Context: an optimization exercise on an open-source flow, tuned for small area, a short achievable clock period and few clock cycles per item. The choices shown serve that exercise and are no tape-out recipe.
Where RTL was checked, it was by simulation tests only, not by an equivalence proof against the original.
Function not checked in run 1: the RTL went through the layout flow alone.

==> flow/design.v, too long to show whole: its modules and the start of the top module <==
// module WbRegs: 81 lines
// module iir_core: 3788 lines
// module IIR: 109 lines
module IIR #(
    parameter DW = 24,
    parameter CFGAW = 32,
    parameter CFGDW = 32,
    parameter COEFW = 18,
    parameter COEFQ = 16,
    parameter ORDER = 6,
    parameter STAGE_ORDER = 2
) (
    input  logic clk,
    input  logic rst,
    input  logic signed [DW-1:0] s_axis_tdata,
    input  logic s_axis_tvalid,
    output logic s_axis_tready,
    output logic signed [DW-1:0] m_axis_tdata,
    output logic m_axis_tvalid,
    input  logic m_axis_tready,
    input  logic cyc_i,
    input  logic stb_i,
    input  logic we_i,
    output logic ack_o,
    output logic stall_o,
    input  logic [CFGAW-1:0] addr_i,
    input  logic signed [CFGDW-1:0] data_i,
    output logic signed [CFGDW-1:0] data_o
);
  // ...
==> flow/run.sh <==
#!/bin/bash
# synth_recipe.tcl (not shown) runs the flow's synth.tcl, then flattens the netlist and writes it again
# the make line also repeats each setting of config.mk as NAME=value (left out here)
make -C /OpenROAD-flow-scripts/flow DESIGN_CONFIG=/design/flow/config.mk WORK_HOME=/design/flow/orfs CLKGATE_MAP_FILE= SYNTH_SCRIPT=/design/flow/synth_recipe.tcl finish
==> flow/config.mk <==
export PLATFORM = sky130hd
export DESIGN_NAME = IIR
export DESIGN_NICKNAME = IIR
export VERILOG_FILES = /design/flow/design.v
export SDC_FILE = /design/flow/constraint.sdc
export NUM_CORES = 4
export LEC_CHECK = 0
export CAP_MARGIN = 20
export CORE_MARGIN = 2
export CORE_UTILIZATION = 40
export SETUP_SLACK_MARGIN = 2.5
export SLEW_MARGIN = 20
==> flow/constraint.sdc <==
create_clock -name core_clock -period 8.0 [get_ports {clk}]
set_input_delay 1.6000 -clock core_clock [delete_from_list [all_inputs] [get_ports {clk}]]
set_output_delay 1.6000 -clock core_clock [all_outputs]
set_load 0.01 [all_outputs]
==> key figures, run 1 <==
Synthesis
  – Post-synthesis mux area share: 1.215%
  – Synth Net Count: 23990
  – XOR/XNOR share of the synthesized area: 14.57%
  – Commonest cells post-synth: fa_1, inv_1, a22oi_1
  – Flops & latches, synth: 1193
  – Synth area leader: fa_1
  – Post-synth EDFFs: 633

Setup path
  – Worst r2r dst: sos[1].iir_core_i.y1n[18]$_SDFFE_PP1P_
  – CP endpoint kind: flop
  – Top cell by count, worst path: fa_1
  – Reg2reg start: wb_regs_i.regs[10][1]$_DFFE_PP_
  – Maximum net fanout on the critical path: 8

Min path
  – Hold Startpoint: sos[1].iir_core_i.p_s[18]$_SDFFE_PP0P_
  – Hold Path Class: flop to flop
  – Hold Path Sink: sos[1].iir_core_i.p_s[18]$_SDFFE_PP0P_

Cells and area
  – Commonest non-fill, non-tap cells in the layout: fa_1, inv_1, a22oi_1
  – Fin util: 45.56%
  – Sequential cell area share: 13.82%
  – P&R area growth vs syn: 13.61%
  – Number of multi-input logic gates: 14260
  – Layout clock area frac: 2.497%
  – Fin nets: 23810
  – Non-clk buf share: 6.438%
  – Clock buffer cells: 211

Route
  – Met3 WL: 84000 um
  – Final WL: 764000 um
  – Met2 wire length: 336300 um

STA
  – RSZ-0062 raised after global routing: true
  – Post-Route Setup TNS: 0 ns
  – Max-slew violations: 0

Floorplanning
  – Die area: 488600 um2
  – Core Rows: 255
  – Initial Utilization: 40.10%

Status
  – Outcome: no timing/DRC/antenna violations

Placed design
  – HPWL after DPL: 582400 um

Clocking
  – CTS tree: built
  – Clock root buffer: clkbuf_16

GRT
  – Largest net degree at the start of global routing: 110
==> inputs of run 2 (changes only) <==
--- a/flow/design.v
+++ b/flow/design.v
@@ -247,52 +247,54 @@
 assign cn2_two[7] = ~cn2[14] & (cn2[15] ^ cn2[13]);
 assign cn2_xn[7] = cn2[15] & ~(~cn2[14] & cn2[13]);
 assign cn2_nc[7] = cn2[15] & ~(~cn2[14] & cn2[13]);
 assign cn2_one[8] = cn2[16];
 assign cn2_two[8] = ~cn2[16] & (cn2[17] ^ cn2[15]);
 assign cn2_xn[8] = cn2[17] & ~(~cn2[16] & cn2[15]);
 assign cn2_nc[8] = cn2[17] & ~(~cn2[16] & cn2[15]);
 logic [8:0] cn1_one, cn1_two, cn1_xn, cn1_nc;
+logic [17:0] cn1_sel;
+assign cn1_sel = sels[0 +: 18];
 assign cn1_one[0] = cn1[0];
-assign cn1_two[0] = sels[0 +: 18][0];
-assign cn1_xn[0] = sels[0 +: 18][9];
-assign cn1_nc[0] = sels[0 +: 18][9];
+assign cn1_two[0] = cn1_sel[0];
+assign cn1_xn[0] = cn1_sel[9];
+assign cn1_nc[0] = cn1_sel[9];
 assign cn1_one[1] = cn1[2];
-assign cn1_two[1] = sels[0 +: 18][1];
-assign cn1_xn[1] = sels[0 +: 18][10];
-assign cn1_nc[1] = sels[0 +: 18][10];
+assign cn1_two[1] = cn1_sel[1];
+assign cn1_xn[1] = cn1_sel[10];
+assign cn1_nc[1] = cn1_sel[10];
 assign cn1_one[2] = cn1[4];
-assign cn1_two[2] = sels[0 +: 18][2];
-assign cn1_xn[2] = sels[0 +: 18][11];
-assign cn1_nc[2] = sels[0 +: 18][11];
+assign cn1_two[2] = cn1_sel[2];
+assign cn1_xn[2] = cn1_sel[11];
+assign cn1_nc[2] = cn1_sel[11];
 assign cn1_one[3] = cn1[6];
-assign cn1_two[3] = sels[0 +: 18][3];
-assign cn1_xn[3] = sels[0 +: 18][12];
-assign cn1_nc[3] = sels[0 +: 18][12];
+assign cn1_two[3] = cn1_sel[3];
+assign cn1_xn[3] = cn1_sel[12];
+assign cn1_nc[3] = cn1_sel[12];
 assign cn1_one[4] = cn1[8];
-assign cn1_two[4] = sels[0 +: 18][4];
-assign cn1_xn[4] = sels[0 +: 18][13];
-assign cn1_nc[4] = sels[0 +: 18][13];
+assign cn1_two[4] = cn1_sel[4];
+assign cn1_xn[4] = cn1_sel[13];
+assign cn1_nc[4] = cn1_sel[13];
 assign cn1_one[5] = cn1[10];
-assign cn1_two[5] = sels[0 +: 18][5];
-assign cn1_xn[5] = sels[0 +: 18][14];
-assign cn1_nc[5] = sels[0 +: 18][14];
+assign cn1_two[5] = cn1_sel[5];
+assign cn1_xn[5] = cn1_sel[14];
+assign cn1_nc[5] = cn1_sel[14];
 assign cn1_one[6] = cn1[12];
-assign cn1_two[6] = sels[0 +: 18][6];
-assign cn1_xn[6] = sels[0 +: 18][15];
-assign cn1_nc[6] = sels[0 +: 18][15];
+assign cn1_two[6] = cn1_sel[6];
+assign cn1_xn[6] = cn1_sel[15];
+assign cn1_nc[6] = cn1_sel[15];
 assign cn1_one[7] = cn1[14];
-assign cn1_two[7] = sels[0 +: 18][7];
-assign cn1_xn[7] = sels[0 +: 18][16];
-assign cn1_nc[7] = sels[0 +: 18][16];
+assign cn1_two[7] = cn1_sel[7];
+assign cn1_xn[7] = cn1_sel[16];
+assign cn1_nc[7] = cn1_sel[16];
 assign cn1_one[8] = cn1[16];
-assign cn1_two[8] = sels[0 +: 18][8];
-assign cn1_xn[8] = sels[0 +: 18][17];
-assign cn1_nc[8] = sels[0 +: 18][17];
+assign cn1_two[8] = cn1_sel[8];
+assign cn1_xn[8] = cn1_sel[17];
+assign cn1_nc[8] = cn1_sel[17];
 logic [DW-1:0] yq;
 assign yq = vq ? yo : y2;
 logic [39:0] p_s, p_c, q_s, q_c;
 logic [15:0] f;
 logic [24:0] pp_xb1 [9];
 logic [23:0] pp_xb1_t [9];
 assign pp_xb1_t[0] = x ^ {24{cb1_xn[0]}};
 assign pp_xb1[0][0] = (cb1_one[0] & pp_xb1_t[0][0]) | (cb1_two[0] & cb1_xn[0]);
==> flow/config.mk (replaced) <==
export PLATFORM = sky130hd
export DESIGN_NAME = IIR
export DESIGN_NICKNAME = IIR
export VERILOG_FILES = /design/flow/design.v
export SDC_FILE = /design/flow/constraint.sdc
export NUM_CORES = 4
export LEC_CHECK = 0
export CAP_MARGIN = 20
export CORE_MARGIN = 2
export CORE_UTILIZATION = 40
export SETUP_SLACK_MARGIN = 1.9
export SLEW_MARGIN = 20
==> run 2 against run 1 <==
Net effect:
- wire length shrank 2.5%
- largest cell class unchanged
- register-to-register slack lost 0.15 ns
- critical path type unchanged
- clock-buffer cell count shrank 2
- non-clock buffer count shrank 541
- global-route usage shrank 0.74 points
==> key figures, run 2 <==
Synthesis
  – Largest family of logic cells by synthesized area: adder cells (unchanged)
  – Compound-gate portion of the synthesized area: 17.47% (was 17.66%)
  – Post-Syn Area: 193500 um2 (was 193200 um2)
  – Most numerous cell in the Yosys netlist: fa_1 (unchanged)
  – Cells after Synth: 20050 (was 20160)
  – Synth top area cells: fa_1, edfxtp_1, xnor2_1 (unchanged)
  – Ys Warns: 15 (unchanged)
  – Post-synth EDFFs: 633 (unchanged)
  – Synth Area in Adders: 36.83% (was 36.89%)
  – Seq/Total Area, Yosys: 15.61% (was 15.64%)
  – Synth cell types: 94 (was 84)
  – Flops & latches, synth: 1193 (unchanged)
  – XOR/XNOR share of the synthesized area: 14.74% (was 14.57%)
  – Most used flip-flop cell after synthesis: edfxtp_1 (unchanged)
  – Fraction of registers with async set/reset: 0% (unchanged)
  – Commonest cells post-synth: fa_1, inv_1, a22oi_1 (unchanged)
  – Post-synth top area share: 33.79% (was 33.85%)
  – Synth Net Count: 23880 (was 23990)
  – Simple-Gate Fraction of Synth Area: 4.635% (was 4.784%)
  – Post-synthesis mux area share: 1.517% (was 1.215%)
  – Syn Area/Cell: 9.651 um2 (was 9.586 um2)
  – Synth area leader: fa_1 (unchanged)

STA
  – Clock Skew: 0.1518 ns (was 0.09791 ns)
  – Min Hold Slack: 0.4493 ns (was 0.4496 ns)
  – Hold Fails Final Rpt: 0 (unchanged)
  – Fmax: 163.7 MHz (was 167.7 MHz)
  – Post-Route Setup TNS: 0 ns (unchanged)
  – Max-slew violations: 0 (unchanged)
  – Worst Tran Pin Value: 1.237 ns (was 1.250 ns)
  – Min cycle time layout: 6.109 ns (was 5.963 ns)
  – Crit share post-route: 76.36% (was 74.54%)
  – RSZ-0062 raised after global routing: true (unchanged)
  – Slew headroom: 17.39% (was 16.38%)
  – Final setup violation count: 0 (unchanged)

Floorplanning
  – Core area: 482100 um2 (was 481800 um2)
  – Initial Utilization: 40.14% (was 40.10%)
  – Die span in x: 699.6 um (was 699 um)
  – Die height: 699.6 um (was 699 um)
  – Core Rows: 255 (unchanged)
  – I/O pin count: 155 (unchanged)
  – Die area: 489400 um2 (was 488600 um2)

Cells and area
  – Fin nets: 23170 (was 23810)
  – Finished Cell Area: 210400 um2 (was 219500 um2)
  – Reg with most FFs: wb_regs_i.regs (unchanged)
  – Commonest non-fill, non-tap cells in the layout: fa_1, inv_1, a22oi_1 (unchanged)
  – Fin util: 43.65% (was 45.56%)
  – FF/Latch Area: 30290 um2 (was 30330 um2)
  – Commonest non-fill, non-tap cell in the layout: fa_1 (unchanged)
  – Fraction of layout cells with a size suffix above 1: 8.384% (was 13.26%)
  – Max FFs per register: 324 (unchanged)
  – Multi-input gate area: 147700 um2 (was 150500 um2)
  – # fillers: 46670 (was 45810)
  – P&R area growth vs syn: 8.721% (was 13.61%)

GRT
  – Aggregate global routing overflow: 0 (unchanged)
  – First-pass GRT wire length: 1081000 um (was 1102000 um)
  – Largest net degree at the start of global routing: 87 (was 110)
  – Initial antenna violation count: 50 (was 49)
  – Global Route Usage Sum: 29.69% (was 30.43%)
  – Vias in the first global route: 159800 (was 159700)

Min path
  – Hold Path Class: flop to flop (unchanged)
  – Hold Path Cell Cnt: 2 (unchanged)

Setup path
  – Setup CP Type: flop to flop (unchanged)
  – Top cell by count, worst path: fa_1 (unchanged)
  – Crit path largest cell delay: 0.57 ns (was 0.49 ns)
  – Maximum net fanout on the critical path: 6 (was 8)
  – Worst endpoint required time: 8.86 ns (was 8.77 ns)
  – CP endpoint kind: flop (unchanged)
  – Crit path launch type: flop (unchanged)
  – Reg2Reg Depth: 22 (was 26)
  – CP arrival: 6.97 ns (was 6.74 ns)
  – Crit-path cells: clkinvlp_4, buf_6, o22ai_2, o21ai_2, fa_1, fa_1, fa_2, fa_1, fa_1, inv_2, ha_4, a21o_1, a21oi_2, o21ai_2, a41o_1, or3_1, a41o_4, a41oi_4, o21ai_2, xor2_1, buf_4, a22o_1
  – CP max-delay cell: fa_1 (unchanged)

Clocking
  – Hold_buf cts: 0 (unchanged)
  – CTS clk-pin slew, worst paths: 0.06 ns (about the same)
  – Maximum root-to-sink buffer count: 4 (unchanged)
  – CTS HTree Levels: 4 (unchanged)
  – CTS Buf Count: 161 (was 160)
  – CTS tree: built (unchanged)
  – Sink Count: 1193 (unchanged)
  – Worst-skew pair later-pin latency: 1.00 ns (was 0.95 ns)
  – Clock root buffer: clkbuf_16 (unchanged)

Job
  – Max-capacitance violation count: 0 (unchanged)

Route
  – # DRC: 0 (unchanged)
  – Antenna-violating nets left: 0 (unchanged)
  – Via density: 5.978 (was 5.975)
  – DR WL/cell: 28.74 um (was 28.75 um)
  – Final WL: 744600 um (was 764000 um)
  – First DRT Iteration DRCs: 18010 (was 19640)
  – Total number of vias: 154900 (was 158800)
  – Initial DRT Pass Iterations: 7 (was 9)

Status
  – Outcome: no timing/DRC/antenna violations (unchanged)

Placed design
  – Final RePlAce weighted congestion: 1.012 (was 0.9970)
  – DP Area: 201900 um2 (was 201600 um2)
  – I/O Buffers: 139 (unchanged)
  – HPWL after DPL: 584800 um (was 582400 um)
## run 2: cell types whose count changed in the layout (fill, tap and decap cells not counted), sizes merged, moves of 42 or more
cell	previous run	this run
a21oi	790	734
a22oi	2340	2403
buf	1367	829
mux2i	167	218
nor2	724	596
o21ai	432	380
o22ai	312	244
xor2	1111	1153
## run 2: kinds of logic after synthesis
| group | count (synthesis) |
|---|---|
| xor+xnor | 3256 |
| simple gates | 2086 |
| compound gates | 4788 |
| mux | 277 |
| other cells | 1 |
| buf+inv | 4716 |
| flops | 1193 |
| fa+ha+maj | 3736 |
## run 2: path summary, 6_finish.rpt
check	slack (ns)	end	startpoint
max	1.89	sos[2].iir_core_i.y1[19]$_SDFFE_PP0P_	wb_regs_i.sels[4][3]$_DFFE_PP_
min	0.45	sos[2].iir_core_i.p_c[13]$_SDFFE_PP0P_	sos[2].iir_core_i.p_c[13]$_SDFFE_PP0P_
max reg2reg	1.89	sos[2].iir_core_i.y1[19]$_SDFFE_PP0P_	wb_regs_i.sels[4][3]$_DFFE_PP_
min reg2reg	0.45	sos[2].iir_core_i.p_c[13]$_SDFFE_PP0P_	sos[2].iir_core_i.p_c[13]$_SDFFE_PP0P_
## run 2: area by class of cell
cell class,count,share of cell area [%]
Clock buffer,209,2.137
Sequential cell,1193,14.40
Clock inverter,82,0.4216
Timing Repair inverter,5,0.01665
Timing Repair Buffer,965,3.865
Inverter,2856,5.121
Antenna cell,18,0.02141
Multi-Input combinational cell,14160,70.20
Tap cell,6425,3.821
## run 2: routing by layer
| metal | GRT usage [%] | vias up | part of all wire [%] | wire length [um] |
|---|---|---|---|---|
| met5 | 0 | - | 0.026 | 195 |
| met4 | 15.39 | 30 | 6.2 | 46310 |
| li1 | - | 64880 | - | - |
| met3 | 7.771 | 2045 | 11 | 80980 |
| met1 | 38.10 | 79140 | 39 | 288200 |
| met2 | 46.14 | 8777 | 44 | 329000 |
## run 2: worst max-delay path: cells and delay by family (launching register included)
kind                     cells  cell delay, ns
buffers and inverters        4            0.64
AND/OR/NAND/NOR              1            0.33
AO/OA/AOI/OAI               10            1.74
adder cells (fa/ha/maj)      6            2.62
flip-flops                   1            0.47
XOR/XNOR                     1            0.15
## run 2: timing repair
| action | 4_1_cts | 5_1_grt |
|---|---|---|
| gates cloned | 9 | 9 |
| resized for setup | 98 | 223 |
| buffers inserted | 91 | 70 |
| pin swaps | 10 | 54 |
| setup endpoints to repair | 206 | 262 |
## run 2: through the flow
stage | setup slack (ns) | std cells
3_3_place_gp | 0.6576 | 25420
4_1_cts | 1.901 | 25810
5_1_grt | 1.730 | 25900
6_report | 1.891 | 25910
2_1_floorplan | 1.887 | 20050
3_5_place_dp | 0.6216 | 25420
Testbench counts of run 2, summed over its fixed seeds: cycles 2,104, items 2,048.
==> inputs of run 3 (changes only) <==
--- a/flow/config.mk
+++ b/flow/config.mk
@@ -10,3 +10,3 @@
 export CORE_UTILIZATION = 40
-export SETUP_SLACK_MARGIN = 1.9
+export SETUP_SLACK_MARGIN = 2.5
 export SLEW_MARGIN = 20
==> run 3 against run 2 <==
Net effect:
- largest cell class unchanged
- area after synthesis is the same
- maximum frequency grew 2.6%
- clock-buffer cell count shrank 6
- via count grew 2.7%
==> key figures, run 3 <==
Status
  – Outcome: no timing/DRC/antenna violations (unchanged)

Route
  – Via density: 5.997 (was 5.978)
  – DR WL/cell: 28.99 um (was 28.74 um)
  – Antenna-violating nets left: 0 (unchanged)
  – Total number of vias: 159100 (was 154900)
  – # DRC: 0 (unchanged)
  – Final WL: 768900 um (was 744600 um)
  – Initial DRT Pass Iterations: 7 (unchanged)
  – First DRT Iteration DRCs: 19200 (was 18010)

Setup path
  – CP endpoint kind: flop (unchanged)
  – Crit path launch type: flop (unchanged)
  – Worst endpoint required time: 8.79 ns (was 8.86 ns)
  – Setup CP Type: flop to flop (unchanged)
  – Maximum net fanout on the critical path: 6 (unchanged)
  – CP arrival: 6.74 ns (was 6.97 ns)

STA
  – Worst Tran Pin Value: 1.231 ns (was 1.237 ns)
  – RSZ-0062 raised after global routing: true (unchanged)
  – Clock Skew: 0.06735 ns (was 0.1518 ns)
  – Fmax: 168.0 MHz (was 163.7 MHz)
  – Max-slew violations: 0 (unchanged)
  – Fin worst setup slack: 2.048 ns (was 1.891 ns)
  – Min Hold Slack: 0.4475 ns (was 0.4493 ns)
  – Slew headroom: 17.91% (was 17.39%)
  – Crit share post-route: 74.40% (was 76.36%)
  – Min cycle time layout: 5.952 ns (was 6.109 ns)
  – Post-Route Setup TNS: 0 ns (unchanged)
  – Hold Fails Final Rpt: 0 (unchanged)
  – Final setup violation count: 0 (unchanged)

GRT
  – First-pass GRT wire length: 1109000 um (was 1081000 um)
  – Aggregate global routing overflow: 0 (unchanged)
  – Global Route Usage Sum: 30.57% (was 29.69%)
  – Largest net degree at the start of global routing: 84 (was 87)
  – Initial antenna violation count: 51 (was 50)
  – Vias in the first global route: 161600 (was 159800)

Cells and area
  – P&R area growth vs syn: 13.54% (was 8.721%)
  – Max FFs per register: 324 (unchanged)
  – Fraction of layout cells with a size suffix above 1: 12.99% (was 8.384%)
  – # fillers: 45800 (was 46670)
  – Commonest non-fill, non-tap cells in the layout: fa_1, inv_1, a22oi_1 (unchanged)
  – Reg with most FFs: wb_regs_i.regs (unchanged)
  – Commonest non-fill, non-tap cell in the layout: fa_1 (unchanged)
  – Fin nets: 23760 (was 23170)

Synthesis
  – Seq/Total Area, Yosys: 15.61% (unchanged)
  – Post-synthesis mux area share: 1.517% (unchanged)
  – Post-synth top area share: 33.79% (unchanged)
  – Syn Area/Cell: 9.651 um2 (unchanged)
  – XOR/XNOR share of the synthesized area: 14.74% (unchanged)
  – Cells after Synth: 20050 (unchanged)
  – Synth area leader: fa_1 (unchanged)
  – Synth Area in Adders: 36.83% (unchanged)
  – Simple-Gate Fraction of Synth Area: 4.635% (unchanged)
  – Commonest cells post-synth: fa_1, inv_1, a22oi_1 (unchanged)
  – Synth cell types: 94 (unchanged)
  – Synth top area cells: fa_1, edfxtp_1, xnor2_1 (unchanged)
  – Most numerous cell in the Yosys netlist: fa_1 (unchanged)
  – Ys Warns: 15 (unchanged)
  – Largest family of logic cells by synthesized area: adder cells (unchanged)
  – Fraction of registers with async set/reset: 0% (unchanged)
  – Flops & latches, synth: 1193 (unchanged)
  – Most used flip-flop cell after synthesis: edfxtp_1 (unchanged)
  – Compound-gate portion of the synthesized area: 17.47% (unchanged)
  – Post-synth EDFFs: 633 (unchanged)
  – Synth Net Count: 23880 (unchanged)
  – Post-Syn Area: 193500 um2 (unchanged)

Clocking
  – CTS tree: built (unchanged)
  – CTS clk-pin slew, worst paths: 0.06 ns (about the same)
  – Sink Count: 1193 (unchanged)
  – CTS Buf Count: 165 (was 161)
  – Maximum root-to-sink buffer count: 4 (unchanged)
  – CTS HTree Levels: 4 (unchanged)
  – Clock root buffer: clkbuf_16 (unchanged)
  – Worst-skew pair later-pin latency: 0.93 ns (was 1.00 ns)

Placed design
  – HPWL after DPL: 583100 um (was 584800 um)
  – Final RePlAce weighted congestion: 1.007 (was 1.012)
  – Pre-CTS setup slack: 1.186 ns (was 0.6216 ns)
  – I/O Buffers: 139 (unchanged)

Floorplanning
  – I/O pin count: 155 (unchanged)
  – Die span in x: 699.6 um (unchanged)
  – Die area: 489400 um2 (unchanged)
  – Core Rows: 255 (unchanged)
  – Initial Utilization: 40.14% (unchanged)
  – Core area: 482100 um2 (unchanged)
  – Die height: 699.6 um (unchanged)

Job
  – Max-capacitance violation count: 0 (unchanged)

Min path
  – Hold Path Class: flop to flop (unchanged)
## run 3: cell counts after synthesis
Identical to the previous run, type by type.
## run 3: worst paths after layout
check | start | end | slack (ns) | depth (start not counted)
worst max-delay path | wb_regs_i.sels[4][3]$_DFFE_PP_ | sos[2].iir_core_i.y1[17]$_SDFFE_PP0P_ | 2.05 | 22
worst min-delay path | sos[2].iir_core_i.p_c[13]$_SDFFE_PP0P_ | sos[2].iir_core_i.p_c[13]$_SDFFE_PP0P_ | 0.45 | 2
worst min register to register | sos[2].iir_core_i.p_c[13]$_SDFFE_PP0P_ | sos[2].iir_core_i.p_c[13]$_SDFFE_PP0P_ | 0.45 | 2
worst max register to register | wb_regs_i.sels[4][3]$_DFFE_PP_ | sos[2].iir_core_i.y1[17]$_SDFFE_PP0P_ | 2.05 | 22
## run 3: timing repair
item,4_1_cts,5_1_grt
hold buffers,0,0
pin swaps,188,169
endpoints found under the setup margin,425,379
gates resized for setup,540,405
setup buffers,358,325
cloned,47,5
## run 3: routing by layer
| layer | global-route usage, % | wire (um) | up-vias | part of all wire [%] |
|---|---|---|---|---|
| met5 | 0.4706 | 399 | - | 0.052 |
| met1 | 39.20 | 294700 | 80850 | 38 |
| met2 | 47.57 | 340600 | 9879 | 44 |
| met3 | 7.734 | 84080 | 2183 | 11 |
| li1 | - | - | 66120 | - |
| met4 | 16.13 | 49070 | 22 | 6.4 |
## run 3: logic make-up after synthesis
group	after synthesis
muxes	277
buffers and inverters	4716
adders and majority gates	3736
AOI/OAI and AO/OA	4788
other	1
and+or+nand+nor	2086
xor gates and xnor gates	3256
DFF	1193
## run 3: through the flow
| step | utilization [%] | std cells | instance area [um2] |
|---|---|---|---|
| after floorplan | - | 20050 | 194200 |
| after global placement | 41.97 | 25450 | 202400 |
| after detailed placement | 41.98 | 25450 | 202400 |
| after CTS | 44.56 | 26160 | 214800 |
| after global routing | 45.57 | 26490 | 219700 |
| final | 45.58 | 26520 | 219700 |
## run 3: cell type report
type	instances	area, um2	share of cell area (%)
Sequential cell	1193	30310	13.79
Timing Repair Buffer	1521	14240	6.480
Clock inverter	100	1196	0.5443
Timing Repair inverter	9	65.06	0.02961
Antenna cell	37	92.59	0.04213
Multi-Input combinational cell	14180	150500	68.48
Inverter	2856	10830	4.927
Clock buffer	203	4489	2.043
Tap cell	6425	8039	3.658
## run 3: critical path, cell delays in order, from the launching register on
cell	delay [ns]
edfxtp_1	0.50
buf_6	0.17
buf_12	0.13
buf_12	0.13
a221o_1	0.31
o21ai_1	0.10
fa_1	0.45
fa_1	0.48
fa_2	0.38
fa_1	0.46
fa_1	0.49
inv_1	0.04
ha_2	0.34
a21oi_2	0.16
o21ai_2	0.08
a41o_1	0.25
or3_4	0.33
a41o_4	0.28
nand4_1	0.15
o21ai_1	0.10
xor2_1	0.17
buf_4	0.16
a22o_1	0.19

-- re-timing with driven ports --
Ports are ideal in the flow. The routed layouts listed here were re-timed in OpenROAD.
Step 1 (the two cells are an assumption about what drives the block):
set clk [get_ports {clk}]
set_driving_cell -lib_cell sky130_fd_sc_hd__clkbuf_16 $clk
set_driving_cell -lib_cell sky130_fd_sc_hd__buf_2 [delete_from_list [all_inputs] $clk]
Step 2 moves the port delays by t, midway between the first and last clock arrival at a register: inputs arrive t later, outputs are due t later. That takes back most of the time a late clock gives input paths.
Three values: ideal, step 1, step 2; two values: the first two.
| run | t (ns) | setup WS [ns] | worst hold slack (ns) | slew at the worst register clock pin (ns) |
|---|---|---|---|---|
| run 1 | 1.036 | 2.037 / 2.037 / 1.337 | 0.450 / 0.450 / 0.450 | 0.08 / 0.08 |
| run 2 | 1.057 | 1.891 / 1.891 / 1.021 | 0.449 / 0.449 / 0.449 | 0.08 / 0.08 |
| run 3 | 1.016 | 2.048 / 2.048 / 1.266 | 0.448 / 0.448 / 0.448 | 0.08 / 0.08 |
After both steps every run listed still meets setup and hold. The setup slack of run 2, which loses most, moves by 0.000 ns with the drivers and by -0.870 ns with both steps.
